Source: an optimization exercise on an open RTL-to-GDS flow (aim: small area and a short achievable clock period). Production flows keep margins and buffers that such runs may drop. At most, simulation tests tie the RTL to the original design; equivalence was not proved. Power figures rest on the tool's default switching activity, not on a simulated workload.

Setup of violet:
Design ArithmaticUnit, start of the top module:
module ArithmaticUnit(
		input wire clock_i, isWb_i, enable_i,
		input wire [4:0] wbAddress_i,
		input wire [6:0] opCode_i,
		input wire [15:0] pOperand_i, sOperand_i,
		output reg wbEnable_o,
		output reg [4:0] wbAddress_o,
		output reg [15:0] wbData_o,
		output reg [1:0] statusWriteback_o  
    );
==> flow/config.mk <==
export PLATFORM = sky130hd
export DESIGN_NAME = ArithmaticUnit
export DESIGN_NICKNAME = ArithmaticUnit
export VERILOG_FILES = /design/flow/design.v
export SDC_FILE = /design/flow/constraint.sdc
export NUM_CORES = 4
export LEC_CHECK = 0
export CAP_MARGIN = 20
export CORE_MARGIN = 2
export CORE_UTILIZATION = 45
export SETUP_SLACK_MARGIN = 2.5
export SLEW_MARGIN = 20
export SYNTH_HIERARCHICAL = 1
export SYNTH_MINIMUM_KEEP_SIZE = 0
==> flow/constraint.sdc <==
create_clock -name core_clock -period 8.0 [get_ports {clock_i}]
set_input_delay 1.6000 -clock core_clock [delete_from_list [all_inputs] [get_ports {clock_i}]]
set_output_delay 1.6000 -clock core_clock [all_outputs]
set_load 0.01 [all_outputs]
standard.sh (not shown) runs the stock make flow with config.mk's settings and CLKGATE_MAP_FILE= SYNTH_SCRIPT=/design/flow/synth_recipe.tcl, a recipe that flattens the netlist after the stock synthesis.
==> flow/flow/run.sh <==
#!/bin/bash
# Standard ORFS layout, with smaller port buffers and free cell resizing.
set -euo pipefail
bash standard.sh MATCH_CELL_FOOTPRINT=0 ABC_LOAD_IN_FF=2 "BUFFER_PORTS_ARGS=-buffer_cell sky130_fd_sc_hd__buf_1" finish > make_finish.log 2>&1
violet went all the way through the flow, and no timing, DRC or antenna check failed.
### violet -> tundra
- SETUP_SLACK_MARGIN now 2.4, was 2.5
- CORE_UTILIZATION now 50, was 45
==> flow/flow/run.sh <==
#!/bin/bash
# Standard ORFS layout, with smaller port buffers and free cell resizing.
set -euo pipefail
bash standard.sh MATCH_CELL_FOOTPRINT=0 ABC_LOAD_IN_FF=1 "BUFFER_PORTS_ARGS=-buffer_cell sky130_fd_sc_hd__buf_1" finish > make_finish.log 2>&1
==> comparison <==
- From violet to tundra the numbers moved as follows: global-route usage saw an increase; setup slack saw a decrease; number of multi-input combinational cells in the layout saw little to no change; number of gates on the worst path with buffers counted saw a decrease.
- Delta (tundra minus violet): relative area change from synthesis to final layout now sits higher; required time of the worst setup path now sits at about the same level; number of global-route vias before repair +about 8%; buffer count excluding the clock tree in the final layout +7.
> inputs changed (tundra -> harbor)
- CORE_UTILIZATION: 50 -> 45
- GPL_ROUTABILITY_DRIVEN: unset -> 0
- SETUP_SLACK_MARGIN: 2.4 -> 2.5
Results
- harbor completed; timing, DRC and antenna clean
- Sort tundra and harbor by number of cells in the finished layout apart from fillers desc -> top: harbor
- Final wirelength in harbor is 1200 um lower than in tundra
- Fraction of power consumed by the clock network of tundra is on par with harbor.
- Taking tundra over harbor, the placement row count ratio works out to 0.943.
Modified inputs, raven compared to harbor
- TNS_END_PERCENT now 30, previously not set
- GPL_ROUTABILITY_DRIVEN no longer set, was 0
Results
From harbor to raven the numbers moved as follows: routed wire length on met3 climbed about 27%; total power after layout dropped 0.000016 W; maximum clock path buffer count barely changed; data required time of the critical path barely changed; global-route usage climbed 0.20 points.
Against harbor, the final cell area of raven is lower.
Vias: raven fewer than harbor
| wire length per cell after detailed routing | raven vs harbor | 1.3% lower |
In raven, non-clock buffer count is lower than in harbor.

---

Another version of the RTL of ArithmaticUnit (not shown whole).
For scale: ~690 cells after synthesis, about 71 I/O pins, about 0.0053 mm^2 of cells after synthesis.
==> flow/config.mk <==
export PLATFORM = sky130hd
export DESIGN_NAME = ArithmaticUnit
export DESIGN_NICKNAME = ArithmaticUnit
export VERILOG_FILES = /design/flow/design.v
export SDC_FILE = /design/flow/constraint.sdc
export NUM_CORES = 4
export LEC_CHECK = 0
export CAP_MARGIN = 20
export CORE_MARGIN = 2
export CORE_UTILIZATION = 40
export SETUP_SLACK_MARGIN = 2.5
export SLEW_MARGIN = 20
==> flow/constraint.sdc <==
create_clock -name core_clock -period 8.0 [get_ports {clock_i}]
set_input_delay 1.6000 -clock core_clock [delete_from_list [all_inputs] [get_ports {clock_i}]]
set_output_delay 1.6000 -clock core_clock [all_outputs]
set_load 0.01 [all_outputs]
run.sh (not shown) runs the stock make flow with config.mk's settings and CLKGATE_MAP_FILE= SYNTH_SCRIPT=/design/flow/synth_recipe.tcl, a recipe that flattens the netlist after the stock synthesis.
Stock flow here: none of the scripts above is used.
Change:
SETUP_SLACK_MARGIN = 3.5   (was 2.5)
Effect: Final cell count climbs by 1.1%. Via count shrinks by 1.3%. Power is higher by 11%. Routed wire length falls by 2.8%. Sequential share of layout area fell by 0.19 points. Hold slack is worse by 0.076 ns.
No functional check of the RTL was part of any run of this note.

---

ArithmaticUnit again, from the RTL that the note above started with.
make LEC_CHECK=0 ABC_CLOCK_PERIOD_IN_PS=1000 CAP_MARGIN=20 CORE_MARGIN=2 CORE_UTILIZATION=40 SETUP_SLACK_MARGIN=2.5 SLEW_MARGIN=20 finish   # period 8.0 ns
Change:
- ABC_CLOCK_PERIOD_IN_PS: 1000 -> unset
- SETUP_SLACK_MARGIN: 2.5 -> unset
Outcome: The new run finished with timing, DRC and antenna clean. Sequential power hardly moves. Combinational power is lower by 23%. Critical path depth is higher by 1.
No run of this note included a check of the RTL's function; only the layout flow was run.

---

== the previous run ==
RTL: one of the versions met above, not the one the previous note started from.
Size: about 450 cells after synthesis, roughly 24 flip-flops, ~71 I/O pins, ~4300 µm² of cells after synthesis.
Settings: LEC_CHECK=0, CAP_MARGIN=20, CORE_MARGIN=2, CORE_UTILIZATION=45, SETUP_SLACK_MARGIN=2.5, SLEW_MARGIN=20, SYNTH_HIERARCHICAL=1, SYNTH_MINIMUM_KEEP_SIZE=0; clock period 8.0 ns.
standard.sh (not shown) runs the stock make flow with config.mk's settings and CLKGATE_MAP_FILE= SYNTH_SCRIPT=/design/flow/synth_recipe.tcl, a recipe that flattens the netlist after the stock synthesis.
==> flow/flow/run.sh <==
#!/bin/bash
# The standard ORFS layout (standard.sh) with three ORFS variables changed:
#  - ports are buffered with buf_1 (buffer_ports otherwise picks clkdlybuf4s50_1,
#    a slow delay cell that MATCH_CELL_FOOTPRINT would then keep);
#  - MATCH_CELL_FOOTPRINT=0, so timing repair may resize cells across footprints;
#  - ABC_LOAD_IN_FF=1, so ABC maps the one-cell modules to their smallest size.
# make's output goes to make_finish.log; each ORFS step logs under orfs/logs/.
set -euo pipefail
bash standard.sh MATCH_CELL_FOOTPRINT=0 ABC_LOAD_IN_FF=1 "BUFFER_PORTS_ARGS=-buffer_cell sky130_fd_sc_hd__buf_1" finish > make_finish.log 2>&1
Here is what was changed in the inputs of the current run compared with the previous run.
Settings: setting PLACE_DENSITY to 0.6 for the first time.
==> flow/flow/run.sh <==
#!/bin/bash
# Standard ORFS layout, with smaller port buffers and free cell resizing.
set -euo pipefail
bash standard.sh MATCH_CELL_FOOTPRINT=0 ABC_LOAD_IN_FF=1 "BUFFER_PORTS_ARGS=-buffer_cell sky130_fd_sc_hd__buf_1" finish > make_finish.log 2>&1
==> comparison <==
From the previous run to the current run, global-route usage did not move at all.
The current run and the previous run ended up with roughly the same final-layout non-clock buffer area share.
Compared with the previous run, in the current run internal power component about even, wire length of the first global-routing pass ~0 delta.
On switching power summed over all nets, the previous run and the current run are neck and neck.

-- re-timing with driven ports --
In the flow no input, the clock included, has a driving cell. The finished layouts below were timed again as built, in two steps.
Step 1 assumes that a clkbuf_16 drives the clock port and a buf_2 every other input.
Step 2, shift: input delay + t, output delay - t, t = (earliest + latest rising clock arrival at the registers) / 2. This alone moves slack from input paths to output paths.
Three values: ideal ports, drivers, drivers and shift; two values: the first two.
| run | t, ns | setup WS [ns] | latest minus earliest clock arrival (ns) | worst register clock-pin slew, ns |
|---|---|---|---|---|
| violet | 0.285 | 2.713 / 2.719 / 2.433 | 0.008 / 0.007 | 0.09 / 0.09 |
| tundra | 0.299 | 2.597 / 2.607 / 2.308 | 0.002 / 0.002 | 0.10 / 0.10 |
| harbor | 0.290 | 2.668 / 2.675 / 2.384 | 0.004 / 0.005 | 0.09 / 0.09 |
| raven | 0.292 | 2.713 / 2.718 / 2.426 | 0.013 / 0.012 | 0.09 / 0.09 |
| the first run of note 2 | 0.283 | 2.489 / 2.476 / 2.192 | 0.004 / 0.005 | 0.06 / 0.06 |
| the second run of note 2 | 0.286 | 2.488 / 2.454 / 2.168 | 0.003 / 0.002 | 0.06 / 0.06 |
| the first run of note 3 | 0.283 | 2.489 / 2.476 / 2.192 | 0.004 / 0.005 | 0.06 / 0.06 |
| the second run of note 3 | 0.282 | 1.042 / 1.040 / 0.758 | 0.004 / 0.004 | 0.06 / 0.06 |
| the previous run | 0.292 | 2.713 / 2.718 / 2.426 | 0.013 / 0.012 | 0.09 / 0.09 |
| the current run | 0.292 | 2.713 / 2.718 / 2.426 | 0.013 / 0.012 | 0.09 / 0.09 |
After both steps setup and hold are still met in every run listed. The setup slack of the second run of note 2, which loses most, moves by -0.034 ns with the drivers and by -0.320 ns with both steps.
